Background: an optimization exercise with open tools, aiming at small area, a short achievable clock period and few clock cycles. Do not read the settings as production practice.
Function was checked by simulation only, so behaviour that the tests miss may differ from the original.
Power is estimated from default activity; no workload was simulated.

## R
==> flow/design.v (excerpt) <==
module cpu8080(addr, din, dout, readmem, writemem, readio, writeio, intr, inta,
               waitr, reset, clock);
   output [15:0] addr;
   input  [7:0]  din;
   output [7:0]  dout;
   output        readmem;
   output        writemem;
   output        readio;
   output        writeio;
   input         intr;
   output        inta;
   input         waitr;
   input         reset;
   input         clock;
   reg    [7:0]  ir;
   reg    [2:0]  step;       
   reg           intcyc;     
   reg           gap;        
   reg           take_q;     
   reg           ei;
   reg           eienb;
   reg           xs;         
   reg    [15:0] pc;
   reg    [15:0] sp;
   reg    [7:0]  W, Z;
   reg    [7:0]  rB, rC, rD, rE, rH, rL, rA;
   reg           fS, fAC, fCY;
   reg    [7:0]  fr;
   reg           fm, pZ, pP;
   wire          fZ = fm ? pZ : ~|fr;
   wire          fP = fm ? pP : ~^fr;
   reg           tc;         
   function [2:0] rmap;
      input [2:0] i;
      input       s;
      rmap = (s && (i[2] ^ i[1])) ? {~i[2], ~i[1], i[0]} : i;
   endfunction
   function [7:0] rsel;
      input [2:0] p;
      case (p)
         3'd0: rsel = rB;
         3'd1: rsel = rC;
         3'd2: rsel = rD;
         3'd3: rsel = rE;
         3'd4: rsel = rH;
         3'd5: rsel = rL;
         default: rsel = rA;
      endcase
   endfunction
   wire [2:0] ddd = ir[5:3];
   wire [7:0] flagbyte = {fS, fZ, 1'b0, fAC, 1'b0, fP, 1'b1, fCY};
   reg cond;
   always @(*)
      case (ddd)
         3'd0: cond = !fZ;
         3'd1: cond = fZ;
         3'd2: cond = !fCY;
         3'd3: cond = fCY;
         3'd4: cond = !fP;
         3'd5: cond = fP;
         3'd6: cond = !fS;
         default: cond = fS;
      endcase
   wire [2:0] nxt, alt;
   wire       usecond, hlt, pc_we, sp_we, sp_we_c, sp_m2, z_we, w_we, w_src;
   wire [1:0] z_src;
   wire       we, wdin, tc_we, daa, szp_alu, szp_din, xs_t;
   wire [2:0] widx, cy_sel;
   wire [1:0] ac_sel;
   cpu8080_ctl cur(.ir(ir), .step(step),
      .bus(), .asel(), .isel(), .dsrc(), .xz(), .xidx(), .ysrc(), .yidx(),
      .ksel(), .aop(), .acin(), .last(),
      .nxt(nxt), .alt(alt), .usecond(usecond), .hlt(hlt),
  ...
clock: 7.0 ns
lec_check: 0
abc_area: 1
cap_margin: 20
core_margin: 2
core_utilization: 50
setup_slack_margin: 2.5
slew_margin: 20
run.sh (not shown) runs the stock make flow with config.mk's settings and CLKGATE_MAP_FILE= SYNTH_SCRIPT=/design/flow/synth_recipe.tcl, a recipe that flattens the netlist after the stock synthesis.
R: all stages complete, timing, DRC and antenna checks passed
Testbench counts of R, summed over its fixed seeds: cycles 196,450.
Modified inputs, P compared to R
diff --git a/flow/design.v b/flow/design.v
--- a/flow/design.v
+++ b/flow/design.v
@@ -222,25 +222,24 @@
       endcase
    wire [7:0] ares;
    wire       acout;
    alu alu(.x(aX), .y(aY), .cin(aci), .sub(a_sub), .osum(a_sum), .oand(a_and),
            .oxor(a_xor), .oor(a_or), .opass(a_pass), .res(ares), .cout(acout));
    reg  [7:0] dbus;
    always @(*)
       case (dsrc)
          3'd1:     dbus = Z;
          3'd2: dbus = flagbyte;
          3'd3:   dbus = pc[7:0];
          3'd4:   dbus = pc[15:8];
-         3'd5:   dbus = ir[0] ? Z - 8'd1 : Z + 8'd1;
          default:  dbus = rX;
       endcase
    assign addr = abus;
    assign dout = dbus;
    wire din_push = (din[7:6] == 2'b11) && (din[3:0] == 4'b0101);
    wire din_rst  = (din[7:6] == 2'b11) && (din[2:0] == 3'b111);
    wire din_di   = (din == 8'hf3);
    wire din_ei   = (din == 8'hfb);
    wire ei_n = last ? ((eienb || (ei && !take_q)) && !din_di) : ei;
    wire daa_ok = (step == 3'd1) ? (rA[3:0] > 4'd9 || fAC) :
                                   (rA[7:4] > 4'd9 || fCY);
    wire daa_en = !daa || daa_ok;
@@ -503,29 +502,32 @@
             if (ddd != 3'd6) begin
                xidx = ddd; ysrc = 3'd5; ksel = 3'd0; acin = 2'd1;
                aop = ir[0] ? 3'd1 : 3'd0;
                we = 1'b1; widx = ddd;
                szp_alu = 1'b1; ac_sel = 2'd1;
                fetch(3'd0);
             end else case (step)
                3'd1: begin
                   bus = 3'd1; asel = 3'd4;
                   z_we = 1'b1;
                end
                3'd2: begin
-                  bus = 3'd2; asel = 3'd4; dsrc = 3'd5;
                   xz = 1'b1; ysrc = 3'd5; ksel = 3'd0; acin = 2'd1;
                   aop = ir[0] ? 3'd1 : 3'd0;
+                  z_we = 1'b1; z_src = 2'd2;
                   szp_alu = 1'b1; ac_sel = 2'd1;
                end
+               3'd3: begin
+                  bus = 3'd2; asel = 3'd4; dsrc = 3'd1;
+               end
                default: fetch(3'd0);
             endcase
          3'b110:  
             if (ddd != 3'd6) begin
                if (step == 3'd1) begin
                   rdpc;
                   we = 1'b1; wdin = 1'b1; widx = ddd;
                end else fetch(3'd0);
             end else case (step)
                3'd1: begin rdpc; z_we = 1'b1; end
                3'd2: begin
                   bus = 3'd2; asel = 3'd4; dsrc = 3'd1;
Findings:
Against R, P comes in 85 lower on net count after synthesis.
[compare] base=R new=P: global-route wire length before repair went down 410 um, final critical-path required period went up 68 ps.
Final cell area: P below R
Of P and R, R shows the lower met3 usage, with P above it.
Net count of the finished layout in P is about 3.2% lower than in R
Across both runs, final worst-path cycle share was higher for P than for R.
Max via count across P and R: R
[compare] base=R new=P: wire length increased by 1.0% relative to the old numbers, part of the power in combinational logic increased by 0.6 points relative to the old numbers.
Testbench counts of P, summed over its fixed seeds: cycles 198,819.

==> static timing again, ports no longer ideal <==
In the flow no input, the clock included, has a driving cell. The finished layouts below were timed again as built, in two steps. Step 1 (the two cells are an assumption about what drives the block):
set clk [get_ports {clock}]
set_driving_cell -lib_cell sky130_fd_sc_hd__clkbuf_16 $clk
set_driving_cell -lib_cell sky130_fd_sc_hd__buf_2 [delete_from_list [all_inputs] $clk]
Step 2, shift: input delay + t, output delay - t, t = (earliest + latest rising clock arrival at the registers) / 2. This alone moves slack from input paths to output paths. Three values: ideal, step 1, step 2; two values: the first two.
| run | shift t [ns] | slack for setup (ns) | worst slew at a driven data input, ns |
|---|---|---|---|
| R | 0.496 | 2.501 / 2.448 / 2.147 | 0.03 |
| P | 0.499 | 2.433 / 2.380 / 2.050 | 0.04 |
After both steps every run listed still meets setup and hold. For P, which loses most, drivers alone change the setup slack by -0.053 ns; drivers and shift together by -0.383 ns.
